Optimization exercise on an open flow, not production practice. RTL: at most simulated, not proved equivalent. Function not checked: run 1. The clock port is an ideal driver here. Power: default activity.

`design/flow/design.v`:
```
module adder(
        input [15:0]a,
		input [15:0]b,
		output  [15:0]out
	);
	assign 	out=a+b;
endmodule
module mul_csa(
	input  [15:0] a,
	input  [15:0] b,
	output [15:0] s,
	output [15:0] c
);
wire [15:0] p0  = b[0]  ? a         : 16'd0;
wire [15:0] p1  = b[1]  ? a << 1    : 16'd0;
wire [15:0] p2  = b[2]  ? a << 2    : 16'd0;
wire [15:0] p3  = b[3]  ? a << 3    : 16'd0;
wire [15:0] p4  = b[4]  ? a << 4    : 16'd0;
wire [15:0] p5  = b[5]  ? a << 5    : 16'd0;
wire [15:0] p6  = b[6]  ? a << 6    : 16'd0;
wire [15:0] p7  = b[7]  ? a << 7    : 16'd0;
wire [15:0] p8  = b[8]  ? a << 8    : 16'd0;
wire [15:0] p9  = b[9]  ? a << 9    : 16'd0;
wire [15:0] p10 = b[10] ? a << 10   : 16'd0;
wire [15:0] p11 = b[11] ? a << 11   : 16'd0;
wire [15:0] p12 = b[12] ? a << 12   : 16'd0;
wire [15:0] p13 = b[13] ? a << 13   : 16'd0;
wire [15:0] p14 = b[14] ? a << 14   : 16'd0;
wire [15:0] p15 = b[15] ? a << 15   : 16'd0;
wire [15:0] s1a, c1a, s1b, c1b, s1c, c1c, s1d, c1d, s1e, c1e;
csa3 l1a(p0, p1, p2, s1a, c1a);
csa3 l1b(p3, p4, p5, s1b, c1b);
csa3 l1c(p6, p7, p8, s1c, c1c);
csa3 l1d(p9, p10, p11, s1d, c1d);
csa3 l1e(p12, p13, p14, s1e, c1e);
wire [15:0] s2a, c2a, s2b, c2b, s2c, c2c;
csa3 l2a(s1a, c1a, s1b, s2a, c2a);
csa3 l2b(c1b, s1c, c1c, s2b, c2b);
csa3 l2c(s1d, c1d, s1e, s2c, c2c);
wire [15:0] s3a, c3a, s3b, c3b;
csa3 l3a(s2a, c2a, s2b, s3a, c3a);
csa3 l3b(c2b, s2c, c2c, s3b, c3b);
wire [15:0] s4a, c4a, s4b, c4b;
csa3 l4a(s3a, c3a, s3b, s4a, c4a);
csa3 l4b(c3b, c1e, p15, s4b, c4b);
wire [15:0] s5, c5;
csa3 l5(s4a, c4a, s4b, s5, c5);
csa3 l6(s5, c5, c4b, s, c);
endmodule
module csa3(
	input  [15:0] x,
	input  [15:0] y,
	input  [15:0] z,
	output [15:0] s,
	output [15:0] c
);
assign s = x ^ y ^ z;
wire [15:0] m = (x & y) | (x & z) | (y & z);
assign c = {m[14:0], 1'b0};
endmodule
module sign_extend(
	input [3:0] imm,
	output [16-1:0] imm_sign_extend
);
assign imm_sign_extend = {{12{imm[3]}}, imm[3:0]};
endmodule
module PC1(
       	clk,
		rst,
		en,
		nextPC,
		currPC);
		input clk,rst,en;
		input [16 - 1:0]nextPC;
		output reg [16 - 1:0]currPC;
always @( posedge clk)
begin
	if (rst)
		 currPC <= 0;
	else if (en)
		 currPC <= nextPC;
end
endmodule
module control(
  input  [3:0] op,
  output is_alu,     
  output is_lw,
  output is_sw,
  output is_mul,
  output is_beq,
  output uses_rt,    
  output uses_rd     
);
  assign is_alu  = (op[3] == 1'b0) & (op[2:0] != 3'b111);
  assign is_mul  = (op == 4'b0111);
  assign is_lw   = (op == 4'b1000);
  assign is_sw   = (op == 4'b1001);
  assign is_beq  = (op == 4'b1010);
  assign uses_rt = (op[3] == 1'b0) & (op[2:1] != 2'b10);
  assign uses_rd = is_sw | is_beq;
endmodule
module alu(
   input  [16-1:0] a,
   input  [16-1:0] b,
   input  [3:0] imm,
   input  [2:0] op,
   output reg [16-1:0] result
);
wire [3:0] sh = imm[3] ? 4'd0 : imm[3:0];    
wire       shz = imm[3];                      
always @(*) begin
   case(op)
       3'd0: result = a + b;
       3'd1: result = a - b;
       3'd2: result = a & b;
       3'd3: result = a ^ b;
       3'd4: result = shz ? 16'd0 : (a << sh);
       3'd5: result = shz ? 16'd0 : (a >> sh);
       3'd6: result = {15'd0, (a <= b)};
       default: result = a + b;
   endcase
end
endmodule
module regfile #(parameter NR = 8) (
	input clk,
	input rst,
	input [4*NR-1:0] raddr,
	input f0_en,
	input [3:0] f0_addr,
	input [15:0] f0_data,
	input f1_en,
	input [3:0] f1_addr,
	input [15:0] f1_data,
	input w2_en,
	input [3:0] w2_addr,
	input [15:0] w2_data,
	output [16*NR-1:0] rdata,
	input [3:0] qaddr1,        
	input [3:0] qaddr2,
	output eq_q                
);
reg [15:0] r [1:15];
wire [15:0] v [0:15];
assign v[0] = 16'd0;
genvar j, k;
generate
	for (j = 1; j < 16; j = j + 1) begin : g
		assign v[j] = (f1_en && f1_addr == j) ? f1_data :
		              (f0_en && f0_addr == j) ? f0_data : r[j];
		always @(posedge clk) begin
			if (rst)
				r[j] <= (j == 1) ? 16'd5 : 16'd0;
			else if ((f1_en && f1_addr == j) || (f0_en && f0_addr == j))
				r[j] <= v[j];
			else if (w2_en && w2_addr == j)
				r[j] <= w2_data;
		end
	end
	wire [15:0] q [0:15];
	assign q[0] = 16'd0;
	for (j = 1; j < 16; j = j + 1) begin : gq
		assign q[j] = r[j];
	end
	assign eq_q = (q[qaddr1] == q[qaddr2]);
	for (k = 0; k < NR; k = k + 1) begin : rd
		assign rdata[16*k +: 16] = v[raddr[4*k +: 4]];
	end
endgenerate
endmodule
module cpu16(clk, rst, imem_addr, imem_data, dmem_we, dmem_addr, dmem_wdata, dmem_rdata);
input clk;
input rst;
output [16-1:0] imem_addr;
input  [16-1:0] imem_data;
output dmem_we;
output [4-1:0] dmem_addr;
output [16-1:0] dmem_wdata;
input  [16-1:0] dmem_rdata;
reg        x0_wr, x0_lw;     
reg  [2:0] x0_op;
reg  [3:0] x0_rd, x0_imm;
reg [15:0] x0_a, x0_b;
reg        x1_wr, x1_lw;     
reg  [2:0] x1_op;
reg  [3:0] x1_rd, x1_imm;
reg [15:0] x1_a, x1_b;
reg        x_sw;             
reg  [3:0] x_base, x_off;    
reg [15:0] x_wdata;          
reg        xm_wr;            
reg  [3:0] xm_rd;
reg [15:0] x_ma, x_mb;
reg        x_br;             
reg        x_pt;             
reg [15:0] x_alt;            
reg [15:0] x_bd;             
reg        x_f0, x_f1;       
reg [15:0] x_falt;           
reg        m_wr;             
reg  [3:0] m_rd;
reg [15:0] m_s, m_c;         
reg        bt_v, bt_cj;      
reg [15:0] bt_trig;          
reg [15:0] bt_trigm1;        
reg [15:0] bt_jt;            
reg [15:0] bt_ct;            
reg  [3:0] bt_crd, bt_crs;   
reg  [3:0] bt_trs, bt_trt;   
reg        p_cnt;            
reg [15:0] p_ct;
reg  [3:0] p_crd, p_crs;
localparam NC = 8;
reg        c_v   [0:NC-1];
reg [15:0] c_tag [0:NC-1];   
reg [15:0] c_dat [0:NC-1];
reg  [2:0] c_ptr;
wire [16-1:0] pc;
wire [16-1:0] pc1, pc2;
adder PCAdder(.a(pc), .b(16'd1), .out(pc1));
adder PCAdder2(.a(pc), .b(16'd2), .out(pc2));
wire [15:0] pcm1 = pc - 16'd1;
wire [NC-1:0] hv0, hv1;
wire [15:0] cd [0:NC];
assign cd[0] = 16'd0;
genvar ci;
generate
    for (ci = 0; ci < NC; ci = ci + 1) begin : cl
        assign hv0[ci] = c_v[ci] & (c_tag[ci] == pcm1);
        assign hv1[ci] = c_v[ci] & (c_tag[ci] == pc);
        assign cd[ci+1] = cd[ci] | (hv1[ci] ? c_dat[ci] : 16'd0);
        always @(posedge clk) begin
            if (rst)
                c_v[ci] <= 1'b0;
            else if (~|hv0 && c_ptr == ci) begin
                c_v[ci]   <= 1'b1;
                c_tag[ci] <= pcm1;
                c_dat[ci] <= imem_data;
            end
        end
    end
endgenerate
always @(posedge clk) begin
    if (~|hv0)
        c_ptr <= c_ptr + 3'd1;
end
wire h1 = |hv1;
wire [15:0] ins0 = imem_data;
wire [15:0] ins1 = cd[NC];
wire [3:0] op0 = ins0[15:12], rd0 = ins0[11:8], rs0 = ins0[7:4], rt0 = ins0[3:0];
wire [3:0] op1 = ins1[15:12], rd1 = ins1[11:8], rs1 = ins1[7:4], rt1 = ins1[3:0];
wire [15:0] imm0;
sign_extend SE(.imm(rt0), .imm_sign_extend(imm0));
wire is_alu0, is_lw0, is_sw0, is_mul0, is_beq0, uses_rt0, uses_rd0;
wire is_alu1, is_lw1, is_sw1, is_mul1, is_beq1, uses_rt1, uses_rd1;
control C0(.op(op0), .is_alu(is_alu0), .is_lw(is_lw0), .is_sw(is_sw0), .is_mul(is_mul0),
           .is_beq(is_beq0), .uses_rt(uses_rt0), .uses_rd(uses_rd0));
control C1(.op(op1), .is_alu(is_alu1), .is_lw(is_lw1), .is_sw(is_sw1), .is_mul(is_mul1),
           .is_beq(is_beq1), .uses_rt(uses_rt1), .uses_rd(uses_rd1));
wire is_jmp0  = is_beq0 & (rd0 == rs0);      
wire is_cbeq0 = is_beq0 & (rd0 != rs0);
wire d_wr0 = (is_alu0 | is_lw0 | is_mul0) & (rd0 != 4'd0);
wire d_wr1 = (is_alu1 | is_lw1 | is_mul1) & (rd1 != 4'd0);
wire mem0 = is_lw0 | is_sw0;
wire mem1 = is_lw1 | is_sw1;
wire [15:0] alu0_out, alu1_out;
alu ALU0(.a(x0_a), .b(x0_b), .imm(x0_imm), .op(x0_op), .result(alu0_out));
alu ALU1(.a(x1_a), .b(x1_b), .imm(x1_imm), .op(x1_op), .result(alu1_out));
wire [15:0] x0_res = x0_lw ? dmem_rdata : alu0_out;
wire [15:0] x1_res = x1_lw ? dmem_rdata : alu1_out;
wire [15:0] pp_s, pp_c;
mul_csa MUL0(.a(x_ma), .b(x_mb), .s(pp_s), .c(pp_c));
wire [15:0] product;
adder MADD(.a(m_s), .b(m_c), .out(product));
function pend_mul(input [3:0] r);
    pend_mul = (xm_wr & (xm_rd == r)) | (m_wr & (m_rd == r));
endfunction
wire stall = pend_mul(rs0) | (uses_rt0 & pend_mul(rt0)) | (uses_rd0 & pend_mul(rd0));
wire blk1  = pend_mul(rs1) | (uses_rt1 & pend_mul(rt1)) | (uses_rd1 & pend_mul(rd1));
wire [15:0] va0, vb0, vd0, va1, vb1, vd1;
wire eq_t;
regfile #(.NR(6)) RF0(.clk(clk), .rst(rst),
            .raddr({rd1, rt1, rs1, rd0, rt0, rs0}),
            .f0_en(x0_wr), .f0_addr(x0_rd), .f0_data(x0_res),
            .f1_en(x1_wr), .f1_addr(x1_rd), .f1_data(x1_res),
            .w2_en(m_wr), .w2_addr(m_rd), .w2_data(product),
            .rdata({vd1, vb1, va1, vd0, vb0, va0}),
            .qaddr1(e_trs), .qaddr2(e_trt), .eq_q(eq_t));
reg        l_en, l_cj;
reg [15:0] l_trig, l_trigm1, l_jt, l_ct;
reg  [3:0] l_crd, l_crs, l_trs, l_trt;
reg  [3:0] q_rs, q_rt;       
reg  [3:0] p_trs, p_trt;     
wire        e_v    = l_en | bt_v;
wire        e_cj   = l_en ? l_cj   : bt_cj;
wire [15:0] e_trig = l_en ? l_trig : bt_trig;
wire [15:0] e_trigm1 = l_en ? l_trigm1 : bt_trigm1;
wire [15:0] e_jt   = l_en ? l_jt   : bt_jt;
wire [15:0] e_ct   = l_en ? l_ct   : bt_ct;
wire  [3:0] e_crd  = l_en ? l_crd  : bt_crd;
wire  [3:0] e_crs  = l_en ? l_crs  : bt_crs;
wire  [3:0] e_trs  = l_en ? l_trs  : bt_trs;
wire  [3:0] e_trt  = l_en ? l_trt  : bt_trt;
wire ptk    = is_jmp0 | (is_cbeq0 & imm0[15]);           
wire x_beq  = x_br & (x_bd == x0_a);                     
wire mis    = (x_br & (x_beq != x_pt)) |
              (x_f0 & (x0_a == x0_b)) | (x_f1 & (x1_a == x1_b));
wire go     = ~mis & ~stall;
wire raw    = d_wr0 & ((rd0 == rs1) | (uses_rt1 & (rd0 == rt1)) | (uses_rd1 & (rd0 == rd1)));
wire ok     = h1 & ~is_beq1 & ~blk1 & ~is_beq0 & ~raw &
              ~(mem0 & mem1) & ~(is_mul0 & is_mul1) & ~(is_mul0 & d_wr1 & (rd1 == rd0));
wire [16-1:0] target;
adder BranchAdder(.a(pc1), .b(imm0), .out(target));
wire hit_p0 = e_v & (pc == e_trig);
wire hit_p1 = e_v & (pc == e_trigm1);
function sub_c(input d_wr, input [3:0] o, input [3:0] r);
    sub_c = d_wr & ((o == 4'b0001) | (o == 4'b0011)) &
            (((r == e_crd) & (e_crs == 4'd0)) | ((r == e_crs) & (e_crd == 4'd0)));
endfunction
wire f_p1   = hit_p1 & (~e_cj | sub_c(d_wr1, op1, rd1));
wire f_p0   = hit_p0 & ~ptk & (~e_cj | sub_c(d_wr0, op0, rd0));
wire fold   = ok ? f_p1 : f_p0;
function w_t(input [3:0] r);
    w_t = (x0_wr & (x0_rd == r)) | (x1_wr & (x1_rd == r)) | pend_mul(r);
endfunction
wire t_src  = ok ? ((rs1 == e_trs) & (rt1 == e_trt)) : ((rs0 == e_trs) & (rt0 == e_trt));
wire t_now  = t_src & ~w_t(e_trs) & ~w_t(e_trt);
wire fold_c = fold & e_cj & t_now & eq_t;        
wire fold_j = fold & ~(e_cj & t_now & eq_t);     
wire [16-1:0] npc = mis  ? (x_br ? x_alt : x_falt) :
                        ptk  ? target :
                        fold_c ? e_ct :
                        fold_j ? e_jt :
                        ok   ? pc2 : pc1;
PC1 pc0(.clk(clk), .rst(rst), .en(go | mis), .nextPC(npc), .currPC(pc));
always @(posedge clk) begin
    if (rst) begin
        bt_v   <= 1'b0;
        l_en   <= 1'b0;
        p_cnt  <= 1'b0;
        x_br   <= 1'b0;
        x_f0   <= 1'b0;
        x_f1   <= 1'b0;
    end else begin
        l_en   <= go & is_jmp0;
        p_cnt  <= go & is_cbeq0 & ~ptk & ~fold;
        x_br   <= go & is_cbeq0;
        x_f0   <= go & fold & e_cj & ~t_now & ~ok;
        x_f1   <= go & fold & e_cj & ~t_now & ok;
        if (l_en) begin
            bt_v  <= 1'b1;
            bt_cj <= l_cj;
            bt_trig <= l_trig;
            bt_trigm1 <= l_trigm1;
            bt_jt <= l_jt;
            bt_ct <= l_ct;
            bt_crd <= l_crd;
            bt_crs <= l_crs;
            bt_trs <= l_trs;
            bt_trt <= l_trt;
        end
    end
    l_cj  <= p_cnt;
    l_trig <= p_cnt ? pc - 16'd2 : pcm1;
    l_trigm1 <= p_cnt ? pc - 16'd3 : pc - 16'd2;
    l_jt  <= target;
    l_ct  <= p_ct;
    l_crd <= p_crd;
    l_crs <= p_crs;
    l_trs <= p_trs;
    l_trt <= p_trt;
    if (go) begin
        q_rs <= ok ? rs1 : rs0;
        q_rt <= ok ? rt1 : rt0;
    end
    p_trs <= q_rs;
    p_trt <= q_rt;
    p_ct  <= target;
    p_crd <= rd0;
    p_crs <= rs0;
    x_pt  <= ptk;
    x_alt <= ptk ? pc1 : target;
    x_bd  <= vd0;
    x_falt <= e_ct;
end
wire go1 = go & ok;
always @(posedge clk) begin
    if (rst) begin
        x0_wr <= 1'b0;
        x1_wr <= 1'b0;
        x_sw  <= 1'b0;
        xm_wr <= 1'b0;
        m_wr  <= 1'b0;
    end else begin
        x0_wr <= go & (is_alu0 | is_lw0) & (rd0 != 4'd0);
        x1_wr <= go1 & (is_alu1 | is_lw1) & (rd1 != 4'd0);
        x_sw  <= go & is_sw0 | go1 & is_sw1;
        xm_wr <= go & is_mul0 & (rd0 != 4'd0) | go1 & is_mul1 & (rd1 != 4'd0);
        m_wr  <= xm_wr;
    end
    x0_lw   <= is_lw0;
    x0_op   <= op0[2:0];
    x0_rd   <= rd0;
    x0_imm  <= rt0;
    x0_a    <= va0;
    x0_b    <= vb0;
    x1_lw   <= is_lw1;
    x1_op   <= op1[2:0];
    x1_rd   <= rd1;
    x1_imm  <= rt1;
    x1_a    <= va1;
    x1_b    <= vb1;
    x_base  <= mem0 ? va0[3:0] : va1[3:0];
    x_off   <= mem0 ? rt0 : rt1;
    x_wdata <= mem0 ? vd0 : vd1;
    xm_rd   <= is_mul0 ? rd0 : rd1;
    x_ma    <= is_mul0 ? va0 : va1;
    x_mb    <= is_mul0 ? vb0 : vb1;
    m_rd    <= xm_rd;
    m_s     <= pp_s;
    m_c     <= pp_c;
end
assign imem_addr  = pc;
assign dmem_we    = x_sw & ~rst;
assign dmem_addr  = x_base + x_off;
assign dmem_wdata = x_wdata;
endmodule
```
`design/flow/flow/run.sh`:
```
#!/bin/bash
# The standard layout, with these changes to how it is made:
#  - the timing repair aims for more setup slack than the clock needs, so
#    that it shortens paths below the period;
#  - rst and dmem_we get neighbouring pins (flow/io.tcl);
#  - after CTS, flow/post_cts.tcl sizes the port buffers and the rst ->
#    dmem_we path (see that file);
#  - the global router gets less of met1 and met2 (flow/fastroute.tcl).
set -euo pipefail
here=$(pwd)
bash standard.sh SETUP_SLACK_MARGIN=7.2 TNS_END_PERCENT=10 MATCH_CELL_FOOTPRINT=0 \
  PRE_IO_PLACEMENT_TCL="$here/flow/io.tcl" POST_CTS_TCL="$here/flow/post_cts.tcl" \
  FASTROUTE_TCL="$here/flow/fastroute.tcl" finish > make_finish.log 2>&1
```
`design/flow/flow/fastroute.tcl`:
```
# FASTROUTE_TCL: the platform's global routing setup, but with less of met1
# and met2 offered to the global router, so that the detailed router is
# left room for pin access and more wiring goes to met3 and met4.
set_global_routing_layer_adjustment met1 0.55
set_global_routing_layer_adjustment met2 0.4
set_global_routing_layer_adjustment met3-$::env(MAX_ROUTING_LAYER) 0.2

set_routing_layers -clock $::env(MIN_CLK_ROUTING_LAYER)-$::env(MAX_ROUTING_LAYER)
set_routing_layers -signal $::env(MIN_ROUTING_LAYER)-$::env(MAX_ROUTING_LAYER)
```
`design/flow/flow/io.tcl`:
```
# IO_CONSTRAINTS: keep rst and dmem_we next to each other on one edge, so
# that the rst -> dmem_we path (the only port-to-port path) stays short.
set_io_pin_constraint -pin_names {rst dmem_we} -group -order
```
`design/flow/flow/post_cts.tcl`:
```
# Sourced by ORFS at the end of CTS (POST_CTS_TCL), before 4_1_cts.odb is
# written. The only path from an input port to an output port is rst ->
# dmem_we (the store enable is forced low during reset); it sets the
# shortest period the design can reach, so give it strong cells and keep
# the rst input buffer's other loads off it. Port buffers that came out as
# delay cells are replaced with plain buffers. Only buffers are added and
# cells resized: the logic and the registers stay as they are.

proc drv_pin {net} {
  foreach p [get_pins -of_objects $net] {
    if {[get_property $p direction] == "output"} { return $p }
  }
  return ""
}
proc lib_cell_name {inst} { return [get_property $inst ref_name] }
proc try_replace {inst cell} {
  if {[lib_cell_name $inst] != $cell} {
    puts "post_cts: [get_full_name $inst] [lib_cell_name $inst] -> $cell"
    replace_cell $inst [get_lib_cells */$cell]
  }
}

# port buffers: plain strong buffers
foreach port [get_ports -filter "direction==input"] {
  set pname [get_full_name $port]
  if {$pname == "clk"} { continue }
  set net [get_nets [get_full_name $port]]
  foreach p [get_pins -of_objects $net] {
    set inst [get_cells -of_objects $p]
    set cell [lib_cell_name $inst]
    if {[string match "*buf*" $cell] || [string match "*dly*" $cell]} {
      try_replace $inst sky130_fd_sc_hd__buf_12
    }
  }
}
foreach port [get_ports -filter "direction==output"] {
  set net [get_nets [get_full_name $port]]
  set d [drv_pin $net]
  if {$d == ""} { continue }
  set inst [get_cells -of_objects $d]
  set cell [lib_cell_name $inst]
  if {[string match "*buf*" $cell] || [string match "*dly*" $cell]} {
    try_replace $inst sky130_fd_sc_hd__buf_6
  }
}

# rst -> dmem_we
set ob [get_cells -of_objects [drv_pin [get_nets dmem_we]]]
set ob_in ""
foreach p [get_pins -of_objects $ob -filter "direction==input"] { set ob_in [get_nets -of_objects $p] }
set g [get_cells -of_objects [drv_pin $ob_in]]
set gcell [lib_cell_name $g]
regsub {_[0-9]+$} $gcell {_4} g4
if {[llength [get_lib_cells -quiet */$g4]] > 0} { try_replace $g $g4 }
# the rst buffer's net: keep only the gate (and a new buffer for the rest) on it
set rbuf ""
foreach p [get_pins -of_objects [get_nets rst]] {
  set i [get_cells -of_objects $p]
  if {[get_property $p direction] == "input"} { set rbuf $i }
}
if {$rbuf != ""} {
  set rnet [get_nets -of_objects [get_pins -of_objects $rbuf -filter "direction==output"]]
  set gpin ""
  set others {}
  foreach p [get_pins -of_objects $rnet -filter "direction==input"] {
    if {[get_full_name [get_cells -of_objects $p]] == [get_full_name $g]} {
      set gpin $p
    } else {
      lappend others $p
    }
  }
  if {$gpin != "" && [llength $others] > 0} {
    puts "post_cts: rst net [get_full_name $rnet]: [llength $others] loads moved behind a new buffer"
    insert_buffer -buffer_cell sky130_fd_sc_hd__buf_16 -net $rnet -load_pins $others -buffer_name rst_split_buf
  }
}

detailed_placement
check_placement -verbose
```
`design/flow/standard.sh`:
```
#!/bin/bash
# synth_recipe.tcl (not shown) runs the flow's synth.tcl, then flattens the netlist and writes it again
# the make line also repeats each setting of config.mk as NAME=value (left out here)
make -C /OpenROAD-flow-scripts/flow DESIGN_CONFIG=/design/flow/config.mk WORK_HOME=/design/flow/orfs CLKGATE_MAP_FILE= SYNTH_SCRIPT=/design/flow/synth_recipe.tcl "${@:-finish}"
```
`design/flow/config.mk`:
```
export PLATFORM = sky130hd
export DESIGN_NAME = cpu16
export DESIGN_NICKNAME = cpu16
export VERILOG_FILES = /design/flow/design.v
export SDC_FILE = /design/flow/constraint.sdc
export NUM_CORES = 4
export LEC_CHECK = 0
export ABC_CLOCK_PERIOD_IN_PS = 3000
export CAP_MARGIN = 20
export CORE_MARGIN = 2
export CORE_UTILIZATION = 40
export PLACE_DENSITY = 0.5
export SLEW_MARGIN = 20
```
`design/flow/constraint.sdc`:
```
create_clock -name core_clock -period 12.5 [get_ports {clk}]
set_input_delay 2.5000 -clock core_clock [delete_from_list [all_inputs] [get_ports {clk}]]
set_output_delay 2.5000 -clock core_clock [all_outputs]
set_load 0.01 [all_outputs]
```
==> run summary, run 1 <==
- Status: stopped before the end
- Share of Yosys cell area claimed by the top area cell type: around 16%
- Port Buffers: 70
- Post-Synthesis Cells: a little over 9000
- Total congestion overflow: between 2000 and 2500
- Last stage reached: 5_1_grt
- Rows: around 160
- Most area-consuming cells after synthesis: sky130_fd_sc_hd__dfxtp_1 16%, sky130_fd_sc_hd__edfxtp_1 14%, sky130_fd_sc_hd__nand2_1 5.3%
- Total global routing track utilization: 90.8%
- Placer congestion estimate: 1.29
- Net count after synthesis: approximately 9500
- Flops & latches, synth: ~940
- Synth Area per Inst: between 7 and 8 sq um
- Vias in the first global route: 113000
- Cell area after synthesis: between 70000 and 80000 sq um
- Ys async rst share: 0%
- Commonest register cell after synthesis: sky130_fd_sc_hd__dfxtp_1
- Detailed Place HPWL: around 430000 um
- Post-synthesis sequential area ratio: 30.6%
- Worst slack, placed: approximately 5.0 ns
- First-pass GRT wire length: about 940000 um
- Num Clock Sinks: 942
- Most numerous cell in the Yosys netlist: sky130_fd_sc_hd__nand2_1
- Distinct cells, synth: 106
- Chip Height: 431 um
- Syn. warnings: 8
- IO Pins: between 70 and 80
- Cell types with the highest counts after synthesis: 1025 x sky130_fd_sc_hd__nand2_1, 936 x sky130_fd_sc_hd__nor2_1, 594 x sky130_fd_sc_hd__dfxtp_1
- Pin count of the biggest net entering global routing: between 100 and 150
- Number of flops mapped to enable cells by yosys: about 350
- Die Wd: approximately 430 um
- Post-synth top area cell: sky130_fd_sc_hd__dfxtp_1
- First error in the log: [ERROR GRT-0116] Global routing finished with congestion. Check the congestion regions in the DRC Viewer.
- Initial core utilization: ~40%
[metrics by stage]
stage          instance area [sq um]  instances  power, mW  util [%]
2_1_floorplan                  73000       9210       4.51         -
3_3_place_gp                   79200      11500       5.27      43.8
3_5_place_dp                   79300      11500       5.31      43.8
[power by group through the flow]
stage | registers (mW) | logic [mW] | clock network, mW
floorplan | 3.61 | 0.903 | 0
global placement | 3.67 | 1.60 | 0
detailed placement | 3.68 | 1.63 | 0
[how the worst max path moves through the flow]
| stage | startpoint | end | depth (start not counted) |
|---|---|---|---|
| 2_1_floorplan | rst | dmem_we | 3 |
| 3_3_place_gp | imem_data[13] | pc0.currPC[10] | 14 |
| 3_5_place_dp | imem_data[13] | pc0.currPC[10] | 14 |
[per-layer routing]
layer	track usage, %	overflow
met1	92.2	212
met2	97.9	896
met3	87.3	277
met4	87.5	766
met5	71.7	37
[logic make-up after synthesis]
group / count (synthesis) / synth area share (%)
simple gates: 3352 / 21.4
buf+inv: 1005 / 5.34
xor+xnor: 537 / 6.48
fa+ha+maj: 224 / 4.77
compound gates: 2859 / 26.5
flops: 942 / 30.6
mux: 291 / 4.93
==> inputs of run 2 (changes only) <==
--- a/design/flow/design.v
+++ b/design/flow/design.v
@@ -219,28 +219,37 @@
 adder PCAdder(.a(pc), .b(16'd1), .out(pc1));
 adder PCAdder2(.a(pc), .b(16'd2), .out(pc2));
 wire [15:0] pcm1 = pc - 16'd1;
-wire [NC-1:0] hv0, hv1;
+reg         f_v;
+reg  [15:0] f_tag, f_dat;
+wire [NC-1:0] hvf, hv1;
 wire [15:0] cd [0:NC];
 assign cd[0] = 16'd0;
+wire fill = f_v & ~|hvf;
 genvar ci;
 generate
     for (ci = 0; ci < NC; ci = ci + 1) begin : cl
-        assign hv0[ci] = c_v[ci] & (c_tag[ci] == pcm1);
+        assign hvf[ci] = c_v[ci] & (c_tag[ci] == f_tag);
         assign hv1[ci] = c_v[ci] & (c_tag[ci] == pc);
         assign cd[ci+1] = cd[ci] | (hv1[ci] ? c_dat[ci] : 16'd0);
         always @(posedge clk) begin
             if (rst)
                 c_v[ci] <= 1'b0;
-            else if (~|hv0 && c_ptr == ci) begin
+            else if (fill && c_ptr == ci) begin
                 c_v[ci]   <= 1'b1;
-                c_tag[ci] <= pcm1;
-                c_dat[ci] <= imem_data;
+                c_tag[ci] <= f_tag;
+                c_dat[ci] <= f_dat;
             end
         end
     end
 endgenerate
 always @(posedge clk) begin
-    if (~|hv0)
+    if (rst)
+        f_v <= 1'b0;
+    else
+        f_v <= ~(f_v & (f_tag == pcm1));
+    f_tag <= pcm1;
+    f_dat <= imem_data;
+    if (fill)
         c_ptr <= c_ptr + 3'd1;
 end
 wire h1 = |hv1;
==> design/flow/flow/run.sh (replaced) <==
#!/bin/bash
# The standard layout, with these changes to how it is made:
#  - the timing repair aims for more setup slack than the clock needs, so
#    that it shortens paths below the period;
#  - rst and dmem_we get neighbouring pins (flow/io.tcl);
#  - after CTS, flow/post_cts.tcl sizes the port buffers and the rst ->
#    dmem_we path (see that file).
set -euo pipefail
here=$(pwd)
bash standard.sh SETUP_SLACK_MARGIN=7.2 TNS_END_PERCENT=10 MATCH_CELL_FOOTPRINT=0 \
  PRE_IO_PLACEMENT_TCL="$here/flow/io.tcl" POST_CTS_TCL="$here/flow/post_cts.tcl" finish > make_finish.log 2>&1
--- a/design/flow/config.mk
+++ b/design/flow/config.mk
@@ -8,6 +8,6 @@
 export ABC_CLOCK_PERIOD_IN_PS = 3000
 export CAP_MARGIN = 20
 export CORE_MARGIN = 2
-export CORE_UTILIZATION = 40
-export PLACE_DENSITY = 0.5
+export CORE_UTILIZATION = 30
+export PLACE_DENSITY = 0.45
 export SLEW_MARGIN = 20
removed: design/flow/flow/fastroute.tcl
==> run summary, run 2 <==
- Status: complete, no violations
- Worst path top cell family by delay: compound AO/OA/AOI/OAI gates
- Layout overhead on the synthesized area: 21.2%
- Worst Skew: 0.0774 ns
- Commonest register cell after synthesis: sky130_fd_sc_hd__dfxtp_1
- Leading registers by flop count: RF0.r x240, c_dat x128, c_tag x128
- Data required time at the worst endpoint: 13.23 ns
- Post-synth top area cell: sky130_fd_sc_hd__dfxtp_1
- Antenna viol nets, final: 0
- Worst-case headroom to the max-slew limit: 13.2%
- Most numerous cell in the Yosys netlist: sky130_fd_sc_hd__nand2_1
- Critical path's most frequent cell: sky130_fd_sc_hd__o21ai_0
- Most frequent cells in the layout: 1004 x sky130_fd_sc_hd__nand2_1, 771 x sky130_fd_sc_hd__nor2_1, 664 x sky130_fd_sc_hd__buf_4, 594 x sky130_fd_sc_hd__dfxtp_1, 460 x sky130_fd_sc_hd__a21oi_1
- Detailed Place HPWL: between 400000 and 500000 um
- # nets final: between 9000 and 10000
- Initial DRC Count: about 14000
- Final count of pins violating max slew: 0
- Aggregate negative setup slack: 0 ns
- Share of total power in combinational logic: ~17%
- Setup-violating endpoint count in the final report: 0
- Setup repair after global routing missed its margin: yes
- Total congestion overflow: 0
- Most area-consuming cells after synthesis: sky130_fd_sc_hd__dfxtp_1 17%, sky130_fd_sc_hd__edfxtp_1 14%, sky130_fd_sc_hd__nand2_1 5.4%
- Time the final worst path needs with I/O delays and setup: 5.60 ns
- Total global routing track utilization: a little under half
- Chip Height: between 400 and 500 um
- Setup slack on the worst flop-to-flop path: 6.90 ns
- Reg-to-reg startpoint: x0_b[1]
- CP endpoint kind: flip-flop
- Placer congestion estimate: around 1.1
- Pre-Repair DR Iteration Count: 10
- CTS tree: yes
- Share of layout cells above drive strength 1: approximately a fifth
- Worst Hold Launch: p_trs[2]
- Count of unresolved DRC violations after routing: 0
- Number of buffers and inverters on the critical path: 2
- Pin count of the biggest net entering global routing: 66
- Flops & latches, synth: between 900 and 1000
- Max-cap violation count: 0
- Post-Synthesis Cells: around 9000
- First-pass GRT wire length: approximately 780000 um
- Hold endpoint: l_trs[2]
- Latest clock arrival within the worst-skew pair: ~0.86 ns
- Die footprint: roughly 240000 sq um
- Share of Yosys cell area claimed by the top area cell type: between 15 and 20%
- Clock network fraction of total power: 44.3%
- Switching power share of the total: 32.0%
- Data arrival time of the worst path: 6.32 ns
- Crit Path Max Fanout: 15
- Die Wd: between 400 and 500 um
- Worst slack, placed: between 4 and 5 ns
- Placeable core region: around 240000 sq um
- Total power divided by cell area: ~110 nW/um^2
- Port Buffers: 70
- Post-synthesis sequential area ratio: about a third
- Num Clock Sinks: 960
- Rows: 180
- Worst path cell trace: inv_1, ha_1, nand2b_1, a21oi_1, o21ai_0, a21oi_2, o211a_1, nor3_1, nor3b_1, o31ai_4, buf_4, o21ai_0, o21a_1, a2bb2oi_1, o221ai_1, a2111oi_0, nand3_1, mux2_2
- Vias in the first global route: between 80000 and 90000
- Routed length per instance: 48.4 um
- Sum of routed wire length over all layers: about 600000 um
- Distinct cells, synth: slightly above 100
- Peak per-stage delay on the critical path: roughly 0.97 ns
- Length in cells of the worst reg-to-reg path: 18
- Cell area after synthesis: 72100 sq um
- Via total after detailed routing: 86300
- Register with the most flip-flops: RF0.r
- Total power consumption of the routed design: around 9.2 mW
- WHS Path Cells: 0
- Worst-case setup margin in the final layout: 6.90 ns
- Ys async rst share: 0%
- Syn. warnings: 8
- Number of antenna violations at the first check in global routing: 64
- Number of flops mapped to enable cells by yosys: about 350
- Worst hold path class: flip-flop to flip-flop
- Category of the most critical setup path: flip-flop to flip-flop
- Leakage power: 30.6 nW
- Launching element type of the critical path: flip-flop
- Most frequent standard cell in the layout excluding fill and tap cells: sky130_fd_sc_hd__nand2_1
- Initial core utilization: 30.1%
- Hold violation count in the final report: 0
- Routed vias/inst: roughly 6.9
- Fill count: ~25000
- Cell types with the highest counts after synthesis: 1029 x sky130_fd_sc_hd__nand2_1, 851 x sky130_fd_sc_hd__nor2_1, 612 x sky130_fd_sc_hd__dfxtp_1
- Largest register FFs: 240
- Clock-pin slew on the worst setup and hold paths: 0.06 ns
- Slew @ Worst Pin: 1.29 ns
- Fraction of power consumed by sequential logic: 38.8%
- Switching power: slightly below 3 mW
- Max Fclk: around 180 MHz
- Net count after synthesis: between 9000 and 10000
- Period utilization: 44.8%
- Slowest cell on crit path: sky130_fd_sc_hd__nor3b_1
- Capturing point of the worst reg2reg path: x_mb[7]
- Worst-case vdd ir drop: between 0.0001 and 0.00015 V
- Synth Area per Inst: around 8 sq um
- IO Pins: just over 70
- Internal power of the cells: between 6 and 7 mW
-- run 2: cell types whose count changed after synthesis, moves of 33 or more --
cell,before,now
sky130_fd_sc_hd__nor2_1,936,851
sky130_fd_sc_hd__a21oi_1,585,503
sky130_fd_sc_hd__clkbuf_1,582,522
sky130_fd_sc_hd__nand3_1,376,194
sky130_fd_sc_hd__a222oi_1,45,79
sky130_fd_sc_hd__a31oi_1,100,63
sky130_fd_sc_hd__o21ai_0,467,411
sky130_fd_sc_hd__a22oi_1,142,207
sky130_fd_sc_hd__nand4_1,125,214
sky130_fd_sc_hd__xor2_1,168,220
sky130_fd_sc_hd__o22ai_1,341,374
-- run 2: stage by stage --
step           cells  util [%]  instance area [sq um]  hold slack (ns)
5_1_grt        12400      36.4                  87300            0.328
6_report       12500      36.5                  87400            0.325
3_3_place_gp   12000      33.1                  79300            0.310
3_5_place_dp   12000      33.1                  79400            0.312
2_1_floorplan   8843         -                  72200            0.310
-- run 2: power groups by stage --
stage | Clock [mW] | Sequential, mW | Combinational, mW
6_report | 4.10 | 3.58 | 1.56
5_1_grt | 4.23 | 3.60 | 1.59
3_5_place_dp | 0 | 3.65 | 1.43
3_3_place_gp | 0 | 3.64 | 1.43
2_1_floorplan | 0 | 3.57 | 0.787
-- run 2: cells by family (layout without fill, tap and decap cells) --
group	count (synthesis)	after routing	synth area share, %
other cells	0	44	0
simple gates	3109	3111	20.3
fa+ha+maj	224	224	4.82
mux	290	290	4.94
compound gates	2735	2735	26.0
xor+xnor	600	600	7.34
buf+inv	925	1302	5.14
flops	960	960	31.5
-- run 2: area by class of cell, without the clock buffers --
type / count / area (sq um) / area share (%)
inverter: 265 / 1030 / 1.17
multi-input combinational: 6960 / 47800 / 54.7
antenna: 44 / 110 / 0.126
clock inverter: 66 / 932 / 1.07
sequential: 960 / 22700 / 26.0
tap: 3185 / 3990 / 4.56
timing repair buffer: 804 / 7190 / 8.23
-- run 2: worst max-delay path by stage --
stage / from / end / depth (start not counted)
5_1_grt: f_dat[0] / x_mb[6] / 19
3_5_place_dp: imem_data[14] / pc0.currPC[6] / 14
3_3_place_gp: pc0.currPC[9] / x_ma[12] / 17
6_report: x0_b[1] / x_mb[7] / 18
2_1_floorplan: rst / dmem_we / 3
-- run 2: metal layers --
metal  global-route usage, %  vias to the layer above  routed length [um]
met2                    69.2                     7271              249000
met5                   0.685                        -                 240
met1                    55.0                    42900              218000
met3                    17.0                     2461               71000
li1                        -                    33700                   -
met4                    41.4                       26               64500
Testbench counts of run 2, summed over its fixed seeds: cycles 37,079.
==> inputs of run 3 (changes only) <==
--- a/design/flow/design.v
+++ b/design/flow/design.v
@@ -146,14 +146,14 @@
 generate
 	for (j = 1; j < 16; j = j + 1) begin : g
 		assign v[j] = (f1_en && f1_addr == j) ? f1_data :
-		              (f0_en && f0_addr == j) ? f0_data : r[j];
+		              (f0_en && f0_addr == j) ? f0_data :
+		              (w2_en && w2_addr == j) ? w2_data : r[j];
 		always @(posedge clk) begin
 			if (rst)
 				r[j] <= (j == 1) ? 16'd5 : 16'd0;
-			else if ((f1_en && f1_addr == j) || (f0_en && f0_addr == j))
+			else if ((f1_en && f1_addr == j) || (f0_en && f0_addr == j) ||
+			         (w2_en && w2_addr == j))
 				r[j] <= v[j];
-			else if (w2_en && w2_addr == j)
-				r[j] <= w2_data;
 		end
 	end
 	wire [15:0] q [0:15];
@@ -243,14 +243,16 @@
     end
 endgenerate
 always @(posedge clk) begin
-    if (rst)
-        f_v <= 1'b0;
-    else
-        f_v <= ~(f_v & (f_tag == pcm1));
+    if (rst) begin
+        f_v   <= 1'b0;
+        c_ptr <= 3'd0;
+    end else begin
+        f_v   <= ~(f_v & (f_tag == pcm1));
+        if (fill)
+            c_ptr <= c_ptr + 3'd1;
+    end
     f_tag <= pcm1;
     f_dat <= imem_data;
-    if (fill)
-        c_ptr <= c_ptr + 3'd1;
 end
 wire h1 = |hv1;
 wire [15:0] ins0 = imem_data;
@@ -283,8 +285,11 @@
 function pend_mul(input [3:0] r);
     pend_mul = (xm_wr & (xm_rd == r)) | (m_wr & (m_rd == r));
 endfunction
-wire stall = pend_mul(rs0) | (uses_rt0 & pend_mul(rt0)) | (uses_rd0 & pend_mul(rd0));
-wire blk1  = pend_mul(rs1) | (uses_rt1 & pend_mul(rt1)) | (uses_rd1 & pend_mul(rd1));
+function pend_x(input [3:0] r);
+    pend_x = xm_wr & (xm_rd == r);
+endfunction
+wire stall = pend_x(rs0) | (uses_rt0 & pend_x(rt0)) | (uses_rd0 & pend_x(rd0));
+wire blk1  = pend_x(rs1) | (uses_rt1 & pend_x(rt1)) | (uses_rd1 & pend_x(rd1));
 wire [15:0] va0, vb0, vd0, va1, vb1, vd1;
 wire eq_t;
 regfile #(.NR(6)) RF0(.clk(clk), .rst(rst),
@@ -309,7 +314,15 @@
 wire  [3:0] e_crs  = l_en ? l_crs  : bt_crs;
 wire  [3:0] e_trs  = l_en ? l_trs  : bt_trs;
 wire  [3:0] e_trt  = l_en ? l_trt  : bt_trt;
-wire ptk    = is_jmp0 | (is_cbeq0 & imm0[15]);           
+wire x0_sx  = x0_wr & ~x0_lw & ((x0_op == 3'd1) | (x0_op == 3'd3));
+wire x1_sx  = x1_wr & ~x1_lw & ((x1_op == 3'd1) | (x1_op == 3'd3));
+wire [3:0] bz_r = (rd0 == 4'd0) ? rs0 : rd0;             
+wire bz     = (rd0 == 4'd0) | (rs0 == 4'd0);
+wire bz1    = x1_wr & (x1_rd == bz_r);
+wire bz0    = x0_wr & (x0_rd == bz_r);
+wire fz     = is_cbeq0 & bz & (bz1 ? x1_sx : (bz0 & x0_sx));
+wire fz_eq  = bz1 ? (x1_a == x1_b) : (x0_a == x0_b);
+wire ptk    = is_jmp0 | (is_cbeq0 & (fz ? fz_eq : imm0[15]));    
 wire x_beq  = x_br & (x_bd == x0_a);                     
 wire mis    = (x_br & (x_beq != x_pt)) |
               (x_f0 & (x0_a == x0_b)) | (x_f1 & (x1_a == x1_b));
@@ -352,7 +365,7 @@
     end else begin
         l_en   <= go & is_jmp0;
         p_cnt  <= go & is_cbeq0 & ~ptk & ~fold;
-        x_br   <= go & is_cbeq0;
+        x_br   <= go & is_cbeq0 & ~fz;
         x_f0   <= go & fold & e_cj & ~t_now & ~ok;
         x_f1   <= go & fold & e_cj & ~t_now & ok;
         if (l_en) begin
@@ -377,7 +390,10 @@
     l_crs <= p_crs;
     l_trs <= p_trs;
     l_trt <= p_trt;
-    if (go) begin
+    if (rst) begin
+        q_rs <= 4'd0;
+        q_rt <= 4'd0;
+    end else if (go) begin
         q_rs <= ok ? rs1 : rs0;
         q_rt <= ok ? rt1 : rt0;
     end
==> run summary, run 3 <==
- Status: finished with violations
- Layout checks that failed: capacitance limit, slew limit
- Placer congestion estimate: 1.09
- Leading registers by flop count: RF0.r x240, c_dat x128, c_tag x128
- Sum of routed wire length over all layers: around 560000 um
- Most area-consuming cells after synthesis: sky130_fd_sc_hd__dfxtp_1 18%, sky130_fd_sc_hd__edfxtp_1 14%, sky130_fd_sc_hd__nor2_1 5.1%
- CTS tree: yes
- Commonest register cell after synthesis: sky130_fd_sc_hd__dfxtp_1
- Fill count: 24300
- Net count after synthesis: about 8800
- Worst-case headroom to the max-slew limit: -3.72%
- Data required time at the worst endpoint: between 10 and 15 ns
- Reg-to-reg startpoint: x1_a[0]
- Final count of pins violating max slew: 13
- Met2 usage in global routing: around 69%
- Number of antenna violations at the first check in global routing: between 50 and 60
- Vias in the first global route: 78100
- Number of flops mapped to enable cells by yosys: approximately 340
- Cell area after synthesis: 70700 sq um
- Largest register FFs: between 200 and 250
- Length in cells of the worst reg-to-reg path: 19
- Total congestion overflow: 0
- Met3 track demand over resource: around 14%
- Die footprint: approximately 240000 sq um
- Cell area after placement: slightly below 80000 sq um
- Worst hold path class: flip-flop to flip-flop
- Initial DRC Count: 12900
- Category of the most critical setup path: flip-flop to flip-flop
- Pin count of the biggest net entering global routing: 67
- Time the final worst path needs with I/O delays and setup: 5.55 ns
- Register with the most flip-flops: RF0.r
- GR peak layer: met2
- Share of layout cells above drive strength 1: 20.0%
- Post-Synthesis Cells: ~8600
- Total power divided by cell area: approximately 110 nW/um^2
- Placeable core region: ~230000 sq um
- Slew @ Worst Pin: roughly 1.5 ns
- Aggregate negative setup slack: 0 ns
- Rows: 178
- Num Clock Sinks: between 900 and 1000
- Start point of the critical path: x1_a[0]
- Chip Height: about 500 um
- Most numerous cell in the Yosys netlist: sky130_fd_sc_hd__nor2_1
- Post-route standard cell area excluding fillers: approximately 90000 sq um
- Period utilization: 44.4%
- Capturing point of the worst reg2reg path: x_wdata[12]
- Count of unresolved DRC violations after routing: 0
- Launching element type of the critical path: flip-flop
- Leakage power: slightly above 30 nW
- Syn. warnings: 8
- Most frequent standard cell in the layout excluding fill and tap cells: sky130_fd_sc_hd__nor2_1
- # nets final: a little over 9000
- Latest clock arrival within the worst-skew pair: ~0.86 ns
- Die Wd: between 400 and 500 um
- Hold violation count in the final report: 0
- Met1 Resource Use GR: roughly 53%
- Setup repair after global routing missed its margin: yes
- Distinct cells, synth: approximately 110
- Pre-Repair DR Iteration Count: 10
- Routed vias/inst: between 6 and 7
- Synth Area per Inst: 8.23 sq um
- Layout overhead on the synthesized area: 23.8%
- Share of Yosys cell area claimed by the top area cell type: between 10% and 20%
- IO Pins: between 70 and 80
- Post-synthesis sequential area ratio: 32.0%
- Detailed Place HPWL: just over 400000 um
- Initial core utilization: 30.1%
- CP endpoint kind: flip-flop
- Ys async rst share: 0%
- Routed length per instance: 46.0 um
- Max-cap violation count: 1
- Data arrival time of the worst path: roughly 6.2 ns
- Total global routing track utilization: between 40% and 50%
- Worst Skew: 0.0865 ns
- Flops & latches, synth: 960
- First-pass GRT wire length: roughly 740000 um
- Max Fclk: 180 MHz
- Antenna viol nets, final: 0
- Worst-case vdd ir drop: 0.000135 V
- Cell types with the highest counts after synthesis: 957 x sky130_fd_sc_hd__nor2_1, 783 x sky130_fd_sc_hd__nand2_1, 623 x sky130_fd_sc_hd__dfxtp_1
- Most frequent cells in the layout: 904 x sky130_fd_sc_hd__nor2_1, 752 x sky130_fd_sc_hd__nand2_1, 723 x sky130_fd_sc_hd__buf_4, 593 x sky130_fd_sc_hd__dfxtp_1, 466 x sky130_fd_sc_hd__o22ai_1
- Port Buffers: 70
- Post-synth top area cell: sky130_fd_sc_hd__dfxtp_1
- Crit Path Max Fanout: 20
- Clock-pin slew on the worst setup and hold paths: about 0.07 ns
- Via total after detailed routing: about 83000
- Setup slack on the worst flop-to-flop path: between 6 and 7 ns
- Worst setup path endpoint: x_wdata[12]
- Setup-violating endpoint count in the final report: 0
run 3: changes by cell type after synthesis, sizes merged, moves of 43 or more:
cell	change
nor4	+56
xor2	-62
nand3	+43
a31o	-54
nor3	-43
nand2	-245
a211oi	-57
nor2	+108
o21ai	-112
o22ai	+94
run 3: worst max-delay path, stage by stage, from the launching register on:
cell and delay (ns):
sky130_fd_sc_hd__dfxtp_1 0.44, sky130_fd_sc_hd__inv_1 0.11, sky130_fd_sc_hd__ha_1 0.16, sky130_fd_sc_hd__inv_1 0.06
sky130_fd_sc_hd__fa_1 0.39, sky130_fd_sc_hd__a21o_1 0.19, sky130_fd_sc_hd__a21o_1 0.21, sky130_fd_sc_hd__a221o_1 0.40
sky130_fd_sc_hd__a41o_1 0.31, sky130_fd_sc_hd__a21oi_1 0.23, sky130_fd_sc_hd__xnor2_1 0.11, sky130_fd_sc_hd__a2111oi_2 0.45
sky130_fd_sc_hd__nor2_1 0.13, sky130_fd_sc_hd__nor2_1 0.15, sky130_fd_sc_hd__clkbuf_8 0.28, sky130_fd_sc_hd__nor2_1 0.07
sky130_fd_sc_hd__a21oi_1 0.86, sky130_fd_sc_hd__o221ai_1 0.41, sky130_fd_sc_hd__nor3_1 0.21, sky130_fd_sc_hd__o21ai_0 0.13
run 3: area by class of cell, without the clock buffers:
cell class	instances	area, sq um	share of cell area [%]
sequential	960	22700	25.9
multi-input combinational	6721	46900	53.6
inverter	244	938	1.07
timing repair buffer	895	8200	9.38
tap	3150	3940	4.50
clock inverter	64	1040	1.19
timing repair inverter	2	15.0	0.0172
antenna	45	113	0.129
run 3: per-layer routing:
metal	wire, um	vias to the layer above
met5	93	-
met4	56800	16
met3	59700	2038
met2	241000	6528
met1	205000	41200
li1	-	33000
run 3: kinds of logic (layout without fill, tap and decap cells):
family                   after synthesis  count (layout)  share of synthesized area, %
other                                  0              45                             0
buffers and inverters                910            1376                          5.14
AO/OA/AOI/OAI                       2530            2530                          24.5
XOR/XNOR                             570             570                          7.07
multiplexers                         293             293                          5.17
adder cells (fa/ha/maj)              224             224                          4.92
flip-flops                           960             960                          32.0
AND/OR/NAND/NOR                     3103            3104                          21.2
run 3: power by group:
part | internal, mW | total [mW] | switching (mW)
clock network | 2.45 | 4.18 | 1.73
logic | 0.523 | 1.68 | 1.16
registers | 3.42 | 3.52 | 0.0995
run 3: worst min path at each step:
| stage | start | end | slack, ns | cells after the start |
|---|---|---|---|---|
| after floorplan | p_trs[0] | l_trs[0] | 0.31 | 0 |
| after global placement | p_trt[3] | l_trt[3] | 0.31 | 0 |
| after detailed placement | p_trs[3] | l_trs[3] | 0.31 | 0 |
| after global routing | p_trs[0] | l_trs[0] | 0.31 | 0 |
| final | p_trs[0] | l_trs[0] | 0.29 | 0 |
run 3: stage by stage:
step	instances	util, %	setup WS (ns)	hold WS, ns	power, mW
after floorplan	8590	-	6.94	0.310	4.37
after global placement	11800	33.3	4.98	0.311	5.10
after detailed placement	11800	33.3	5.18	0.312	5.10
after global routing	12200	37.2	6.97	0.310	9.57
final	12300	37.3	6.95	0.291	9.38
Testbench counts of run 3, summed over its fixed seeds: cycles 36,568.
==> inputs of run 4 (changes only) <==
--- a/design/flow/config.mk
+++ b/design/flow/config.mk
@@ -6,8 +6,8 @@
 export NUM_CORES = 4
 export LEC_CHECK = 0
 export ABC_CLOCK_PERIOD_IN_PS = 3000
-export CAP_MARGIN = 20
+export CAP_MARGIN = 40
 export CORE_MARGIN = 2
 export CORE_UTILIZATION = 30
 export PLACE_DENSITY = 0.45
-export SLEW_MARGIN = 20
+export SLEW_MARGIN = 40
==> run summary, run 4 <==
- Post-synth top area cell: sky130_fd_sc_hd__dfxtp_1
- Commonest register cell after synthesis: sky130_fd_sc_hd__dfxtp_1
- Count of unresolved DRC violations after routing: 0
- Routed vias/inst: around 6.8
- Share of Yosys cell area claimed by the top area cell type: 17.7%
- Slew @ Worst Pin: a little under 1 ns
- Latest clock arrival within the worst-skew pair: around 0.87 ns
- Time the final worst path needs with I/O delays and setup: around 5.5 ns
- Status: complete, no violations
- Worst hold path class: flip-flop to flip-flop
- Post-route standard cell area excluding fillers: around 88000 sq um
- Clock-pin slew on the worst setup and hold paths: ~0.060 ns
- Worst-case headroom to the max-slew limit: between 30% and 40%
- Antenna viol nets, final: 0
- Max-cap violation count: 0
- IO Pins: 71
- Routed length per instance: ~46 um
- Distinct cells, synth: 105
- Syn. warnings: 8
- Final count of pins violating max slew: 0
- Worst Hold Launch: p_trs[3]
- Rows: 178
- Pin count of the biggest net entering global routing: 67
- Port Buffers: 70
- Total congestion overflow: 0
- Most numerous cell in the Yosys netlist: sky130_fd_sc_hd__nor2_1
- Total power divided by cell area: between 100 and 150 nW/um^2
- Die Wd: between 400 and 500 um
- Most area-consuming cells after synthesis: sky130_fd_sc_hd__dfxtp_1 18%, sky130_fd_sc_hd__edfxtp_1 14%, sky130_fd_sc_hd__nor2_1 5.1%
- Share of layout cells above drive strength 1: about a fifth
- Net count after synthesis: a little under 9000
- Die footprint: 239000 sq um
- Setup-violating endpoint count in the final report: 0
- Capturing point of the worst reg2reg path: x_wdata[15]
- Num Clock Sinks: 960
- Layout overhead on the synthesized area: 23.9%
- Leading registers by flop count: RF0.r x240, c_dat x128, c_tag x128
- Launching element type of the critical path: flip-flop
- Area taken by flip-flops and latches: approximately 23000 sq um
- Category of the most critical setup path: flip-flop to flip-flop
- Setup slack on the worst flop-to-flop path: roughly 7 ns
- Setup repair after global routing missed its margin: yes
- Vias in the first global route: roughly 78000
- Length in cells of the worst reg-to-reg path: 17
- CTS tree: yes
- Worst-case setup margin in the final layout: around 7.0 ns
- CP endpoint kind: flip-flop
- Hold violation count in the final report: 0
- Worst slack, placed: approximately 5.2 ns
- Cell area after placement: about 79000 sq um
- Worst Skew: ~0.093 ns
- Detailed Place HPWL: between 400000 and 500000 um
- Placeable core region: ~230000 sq um
- Total global routing track utilization: a little under half
- Chip Height: 489 um
- Via total after detailed routing: approximately 83000
- Worst-case vdd ir drop: between 0.0001 and 0.00015 V
- WHS Path Cells: 0
- Data arrival time of the worst path: 6.19 ns
- Initial DRC Count: approximately 13000
- Area of combinational cells with multiple inputs: 47300 sq um
- Data required time at the worst endpoint: ~13 ns
- Aggregate negative setup slack: 0 ns
- Number of flops mapped to enable cells by yosys: approximately 340
- Most frequent standard cell in the layout excluding fill and tap cells: sky130_fd_sc_hd__nor2_1
- Synth Area per Inst: around 8 sq um
- Cell types with the highest counts after synthesis: 957 x sky130_fd_sc_hd__nor2_1, 783 x sky130_fd_sc_hd__nand2_1, 623 x sky130_fd_sc_hd__dfxtp_1
- Reg-to-reg startpoint: x0_a[4]
- # nets final: roughly 9200
- Post-Synthesis Cells: roughly 8600
- Leakage power: about 31 nW
- Max Fclk: around 180 MHz
- Total power consumption of the routed design: about 9.1 mW
- Utilization after layout: between 30 and 40%
- Period utilization: a little over two fifths
- Initial core utilization: 30.1%
- Post-synthesis sequential area ratio: 32.0%
- Most frequent cells in the layout: 888 x sky130_fd_sc_hd__nor2_1, 752 x sky130_fd_sc_hd__nand2_1, 719 x sky130_fd_sc_hd__buf_4, 585 x sky130_fd_sc_hd__dfxtp_1, 464 x sky130_fd_sc_hd__o22ai_1
- Sum of routed wire length over all layers: about 570000 um
- First-pass GRT wire length: about 740000 um
- Pre-Repair DR Iteration Count: 10
- Ys async rst share: 0%
- Start point of the critical path: x0_a[4]
- Placer congestion estimate: between 1 and 1.5
- Fill count: ~24000
- Number of antenna violations at the first check in global routing: 49
- Register with the most flip-flops: RF0.r
- Flops & latches, synth: 960
- Cell area after synthesis: 70700 sq um
- Largest register FFs: 240
- Hold endpoint: l_trs[3]
- Crit Path Max Fanout: 10
[run 4: cell counts after synthesis]
Identical to the previous run, type by type.
[run 4: where the power goes]
part / switching [mW] / total [mW] / leakage, nW / internal (mW)
registers: 0.0988 / 3.52 / 8.21 / 3.42
logic: 1.17 / 1.72 / 20.6 / 0.542
clock network: 1.67 / 3.85 / 2.03 / 2.18
[run 4: cell families (layout without fill, tap and decap cells)]
group	count (synthesis)	in the layout	share of synthesized area (%)
other	0	42	0
DFF	960	960	32.0
AOI/OAI and AO/OA	2530	2531	24.5
and+or+nand+nor	3103	3103	21.2
muxes	293	293	5.17
buffers and inverters	910	1376	5.14
adders and majority gates	224	224	4.92
xor gates and xnor gates	570	570	7.07
[run 4: final cells by class, without the clock buffers]
cell class / count / area share (%)
antenna: 42 / 0.120
clock inverter: 57 / 0.977
multi-input combinational: 6721 / 54.0
timing repair buffer: 905 / 9.56
tap: 3150 / 4.50
timing repair inverter: 1 / 0.00572
inverter: 244 / 1.07
sequential: 960 / 25.9
[run 4: worst max-delay path by stage]
stage,endpoint
detailed placement,pc0.currPC[4]
global route,x_wdata[6]
floorplan,dmem_we
global placement,x_ma[0]
finish,x_wdata[15]
[run 4: critical path, stage by stage, from the launching register on]
cell	delay [ns]
sky130_fd_sc_hd__dfxtp_1	0.61
sky130_fd_sc_hd__ha_1	0.44
sky130_fd_sc_hd__o21a_1	0.23
sky130_fd_sc_hd__o21ai_0	0.22
sky130_fd_sc_hd__a311o_1	0.30
sky130_fd_sc_hd__buf_4	0.17
sky130_fd_sc_hd__a21oi_1	0.09
sky130_fd_sc_hd__nor2_1	0.19
sky130_fd_sc_hd__xnor2_1	0.15
sky130_fd_sc_hd__a221oi_1	0.12
sky130_fd_sc_hd__buf_2	0.20
sky130_fd_sc_hd__o31ai_4	0.17
sky130_fd_sc_hd__buf_4	0.32
sky130_fd_sc_hd__a21oi_2	0.24
sky130_fd_sc_hd__nor2_1	0.63
sky130_fd_sc_hd__nor2_1	0.29
sky130_fd_sc_hd__o21ai_1	0.66
sky130_fd_sc_hd__o2bb2ai_1	0.28
[run 4: layer usage]
metal | share of wire (%) | GRT usage (%) | up-vias
li1 | - | - | 33000
met1 | 36 | 52.7 | 41300
met2 | 43 | 69.1 | 6663
met3 | 11 | 14.1 | 2158
met4 | 10 | 37.2 | 20
met5 | 0.025 | 0.322 | -
[run 4: metrics by stage]
step | cells | hold WS [ns]
global route | 12200 | 0.328
floorplan | 8590 | 0.310
finish | 12200 | 0.325
detailed placement | 11800 | 0.312
global placement | 11800 | 0.311
==> inputs of run 5 (changes only) <==
--- a/design/flow/design.v
+++ b/design/flow/design.v
@@ -185,11 +185,11 @@
 reg  [3:0] x1_rd, x1_imm;
 reg [15:0] x1_a, x1_b;
 reg        x_sw;             
-reg  [3:0] x_base, x_off;    
-reg [15:0] x_wdata;          
+reg        x_m1;             
+reg [15:0] x1_d;             
 reg        xm_wr;            
 reg  [3:0] xm_rd;
-reg [15:0] x_ma, x_mb;
+reg        x_mm1;            
 reg        x_br;             
 reg        x_pt;             
 reg [15:0] x_alt;            
@@ -279,7 +279,7 @@
 wire [15:0] x0_res = x0_lw ? dmem_rdata : alu0_out;
 wire [15:0] x1_res = x1_lw ? dmem_rdata : alu1_out;
 wire [15:0] pp_s, pp_c;
-mul_csa MUL0(.a(x_ma), .b(x_mb), .s(pp_s), .c(pp_c));
+mul_csa MUL0(.a(x_mm1 ? x1_a : x0_a), .b(x_mm1 ? x1_b : x0_b), .s(pp_s), .c(pp_c));
 wire [15:0] product;
 adder MADD(.a(m_s), .b(m_c), .out(product));
 function pend_mul(input [3:0] r);
@@ -304,10 +304,7 @@
 reg  [3:0] l_crd, l_crs, l_trs, l_trt;
 reg  [3:0] q_rs, q_rt;       
 reg  [3:0] p_trs, p_trt;     
-wire        e_v    = l_en | bt_v;
 wire        e_cj   = l_en ? l_cj   : bt_cj;
-wire [15:0] e_trig = l_en ? l_trig : bt_trig;
-wire [15:0] e_trigm1 = l_en ? l_trigm1 : bt_trigm1;
 wire [15:0] e_jt   = l_en ? l_jt   : bt_jt;
 wire [15:0] e_ct   = l_en ? l_ct   : bt_ct;
 wire  [3:0] e_crd  = l_en ? l_crd  : bt_crd;
@@ -332,8 +329,8 @@
               ~(mem0 & mem1) & ~(is_mul0 & is_mul1) & ~(is_mul0 & d_wr1 & (rd1 == rd0));
 wire [16-1:0] target;
 adder BranchAdder(.a(pc1), .b(imm0), .out(target));
-wire hit_p0 = e_v & (pc == e_trig);
-wire hit_p1 = e_v & (pc == e_trigm1);
+wire hit_p0 = l_en ? (pc == l_trig)   : (bt_v & (pc == bt_trig));
+wire hit_p1 = l_en ? (pc == l_trigm1) : (bt_v & (pc == bt_trigm1));
 function sub_c(input d_wr, input [3:0] o, input [3:0] r);
     sub_c = d_wr & ((o == 4'b0001) | (o == 4'b0011)) &
             (((r == e_crd) & (e_crs == 4'd0)) | ((r == e_crs) & (e_crd == 4'd0)));
@@ -434,18 +431,16 @@
     x1_imm  <= rt1;
     x1_a    <= va1;
     x1_b    <= vb1;
-    x_base  <= mem0 ? va0[3:0] : va1[3:0];
-    x_off   <= mem0 ? rt0 : rt1;
-    x_wdata <= mem0 ? vd0 : vd1;
+    x_m1    <= ~mem0;
+    x1_d    <= vd1;
     xm_rd   <= is_mul0 ? rd0 : rd1;
-    x_ma    <= is_mul0 ? va0 : va1;
-    x_mb    <= is_mul0 ? vb0 : vb1;
+    x_mm1   <= ~is_mul0;
     m_rd    <= xm_rd;
     m_s     <= pp_s;
     m_c     <= pp_c;
 end
 assign imem_addr  = pc;
 assign dmem_we    = x_sw & ~rst;
-assign dmem_addr  = x_base + x_off;
-assign dmem_wdata = x_wdata;
+assign dmem_addr  = x_m1 ? x1_a[3:0] + x1_imm : x0_a[3:0] + x0_imm;
+assign dmem_wdata = x_m1 ? x1_d : x_bd;
 endmodule
--- a/design/flow/flow/run.sh
+++ b/design/flow/flow/run.sh
@@ -7,5 +7,5 @@
 #    dmem_we path (see that file).
 set -euo pipefail
 here=$(pwd)
-bash standard.sh SETUP_SLACK_MARGIN=7.2 TNS_END_PERCENT=10 MATCH_CELL_FOOTPRINT=0 \
+bash standard.sh SETUP_SLACK_MARGIN=7.5 TNS_END_PERCENT=30 MATCH_CELL_FOOTPRINT=0 \
   PRE_IO_PLACEMENT_TCL="$here/flow/io.tcl" POST_CTS_TCL="$here/flow/post_cts.tcl" finish > make_finish.log 2>&1
==> run summary, run 5 <==
- Hold violation count in the final report: 0
- Status: complete, no violations
- Category of the most critical setup path: flip-flop to flip-flop
- Max-cap violation count: 0
- Sum of routed wire length over all layers: between 500000 and 600000 um
- Worst Hold Launch: q_rt[2]
- Leading registers by flop count: RF0.r x240, c_dat x128, c_tag x128
- Post-synth top area cell: sky130_fd_sc_hd__dfxtp_1
- Aggregate negative setup slack: 0 ns
- Initial DRC Count: around 14000
- Placeable core region: about 230000 sq um
- Time the final worst path needs with I/O delays and setup: roughly 5.3 ns
- Commonest register cell after synthesis: sky130_fd_sc_hd__dfxtp_1
- Chip Height: a little under 500 um
- Most frequent cells in the layout: 838 x sky130_fd_sc_hd__nor2_1, 829 x sky130_fd_sc_hd__nand2_1, 676 x sky130_fd_sc_hd__buf_4, 545 x sky130_fd_sc_hd__dfxtp_1, 415 x sky130_fd_sc_hd__o22ai_1
- Placer congestion estimate: roughly 1.1
- Fraction of power consumed by sequential logic: around 40%
- Most numerous cell in the Yosys netlist: sky130_fd_sc_hd__nor2_1
- Detailed Place HPWL: approximately 400000 um
- Post-synthesis sequential area ratio: between 30% and 40%
- Latest clock arrival within the worst-skew pair: about 0.89 ns
- Hold endpoint: p_trt[2]
- Slew @ Worst Pin: between 0.9 and 1 ns
- Final count of pins violating max slew: 0
- Data arrival time of the worst path: 5.93 ns
- Share of layout cells above drive strength 1: 19.6%
- Period utilization: a little over two fifths
- Worst path cell trace: buf_12, ha_1, fa_1, nor2b_1, o21a_1, o21bai_1, a21oi_1, o21ai_1, a2111oi_2, buf_4, o311a_1, o31ai_2, nand2_1, buf_4, a21oi_1, nand2_1, a21oi_2
- Die footprint: 236000 sq um
- Die Wd: around 490 um
- Routed length per instance: roughly 45 um
- Share of Yosys cell area claimed by the top area cell type: roughly 17%
- Routed vias/inst: just under 7
- Setup-violating endpoint count in the final report: 0
- Cell types with the highest counts after synthesis: 890 x sky130_fd_sc_hd__nor2_1, 854 x sky130_fd_sc_hd__nand2_1, 585 x sky130_fd_sc_hd__dfxtp_1
- Number of flops mapped to enable cells by yosys: 337
- Capturing point of the worst reg2reg path: RF0.r[9][12]
- Post-route standard cell area excluding fillers: about 86000 sq um
- Worst-case vdd ir drop: between 0.00015 and 0.0002 V
- Register with the most flip-flops: RF0.r
- Internal power of the cells: roughly 6.0 mW
- Number of non-filler instances in the completed layout: 11900
- Cell area after synthesis: around 70000 sq um
- Clock network fraction of total power: a little over two fifths
- Cell area after placement: a little under 80000 sq um
- First-pass GRT wire length: ~700000 um
- Max Fclk: approximately 190 MHz
- Leakage power: roughly 30 nW
- Pin count of the biggest net entering global routing: 153
- Total power divided by cell area: around 100 nW/um^2
- CTS tree: yes
- Launching element type of the critical path: flip-flop
- Most frequent standard cell in the layout excluding fill and tap cells: sky130_fd_sc_hd__nor2_1
- Number of antenna violations at the first check in global routing: between 40 and 50
- Syn. warnings: 8
- Largest register FFs: 240
- Layout overhead on the synthesized area: 23.0%
- Fill count: 23600
- Ys async rst share: 0%
- Hold slack: roughly 0.29 ns
- Reg-to-reg startpoint: x0_a[0]
- WHS Path Cells: 0
- Rows: roughly 180
- Port Buffers: 70
- Worst-case headroom to the max-slew limit: between 30% and 40%
- Total instance count after detailed placement: about 12000
- Worst hold path class: flip-flop to flip-flop
- Vias in the first global route: just under 80000
- Crit Path Max Fanout: 16
- Synth Area per Inst: between 8 and 9 sq um
- Peak per-stage delay on the critical path: 0.76 ns
- # nets final: 9046
- Setup slack on the worst flop-to-flop path: just over 7 ns
- Total global routing track utilization: approximately 43%
- Net count after synthesis: 8701
- Clock-pin slew on the worst setup and hold paths: approximately 0.060 ns
- Antenna viol nets, final: 0
- Post-Synthesis Cells: between 8000 and 9000
- IO Pins: 71
- Via total after detailed routing: approximately 82000
- Flops & latches, synth: about 900
- Worst Skew: 0.119 ns
- Utilization after layout: between 30 and 40%
- Share of total power in combinational logic: between 15 and 20%
- Most area-consuming cells after synthesis: sky130_fd_sc_hd__dfxtp_1 17%, sky130_fd_sc_hd__edfxtp_1 15%, sky130_fd_sc_hd__nor2_1 4.8%
- Slowest cell on crit path: sky130_fd_sc_hd__a21oi_2
- CP endpoint kind: flip-flop
- Total congestion overflow: 0
- Distinct cells, synth: roughly 120
- Switching power: ~2.8 mW
- Count of unresolved DRC violations after routing: 0
- Pre-Repair DR Iteration Count: 10
- Length in cells of the worst reg-to-reg path: 17
- Initial core utilization: 30.2%
- Num Clock Sinks: 922
- Switching power share of the total: 31.7%
- Setup repair after global routing missed its margin: yes
- Data required time at the worst endpoint: about 13 ns
-- run 5: cell types whose count changed after synthesis, sizes merged, moves of 37 or more --
cell    change
nor2       -68
nand4      +50
o22ai      -39
mux2       -56
clkbuf     -55
xor2      +126
mux2i      +52
xnor2      -82
a21oi      -61
a22oi      +39
a31oi      -37
nand2      +72
dfxtp      -38
and2       -92
-- run 5: worst max-delay path by stage --
stage	from	endpoint	slack [ns]	cells past startpoint
floorplan	rst	dmem_we	7.15	3
global placement	imem_data[9]	pc0.currPC[11]	5.25	16
detailed placement	imem_data[9]	pc0.currPC[11]	5.31	16
global route	rst	dmem_we	7.19	3
finish	x0_a[0]	RF0.r[9][12]	7.19	17
-- run 5: worst max-delay path: cells and delay by family, from the launching register on --
kind	cells	cell delay (ns)
buffers and inverters	3	0.57
AND/OR/NAND/NOR	3	0.58
adder cells (fa/ha/maj)	2	0.66
AO/OA/AOI/OAI	9	2.93
flip-flops	1	0.32
-- run 5: final cells by class, without the clock buffers --
cell class / count / area, sq um / share of cell area, %
Antenna cell: 25 / 62.6 / 0.0730
Timing Repair Buffer: 860 / 8010 / 9.34
Clock inverter: 57 / 913 / 1.07
Tap cell: 3026 / 3790 / 4.42
Multi-Input combinational cell: 6649 / 46800 / 54.7
Inverter: 236 / 908 / 1.06
Sequential cell: 922 / 21900 / 25.6
Timing Repair inverter: 1 / 5.00 / 0.00584
-- run 5: cell families after synthesis --
family                     synth area share, %
AOI/OAI and AO/OA                         24.1
xor gates and xnor gates                  7.78
DFF                                       31.3
and+or+nand+nor                           21.6
adders and majority gates                 5.08
buffers and inverters                     5.20
muxes                                     4.97
-- run 5: layer usage --
layer / up-vias / part of all wire (%) / track usage (%)
li1: 32500 / - / -
met1: 40400 / 37 / 51.8
met2: 6578 / 42 / 64.1
met3: 2027 / 12 / 14.5
met4: 24 / 9.3 / 32.4
met5: - / 0.052 / 0
-- run 5: metrics by stage --
step | setup slack, ns | total power, mW
final | 7.19 | 8.76
after global routing | 7.19 | 8.98
after floorplan | 7.15 | 4.30
after detailed placement | 5.31 | 4.94
after global placement | 5.25 | 4.93
-- run 5: power groups by stage --
stage               Sequential, mW  Combinational (mW)  Clock [mW]
floorplan                     3.47               0.835           0
global route                  3.51                1.58        3.88
detailed placement            3.56                1.38           0
global placement              3.56                1.37           0
finish                        3.50                1.53        3.74
Testbench counts of run 5, summed over its fixed seeds: cycles 36,568.
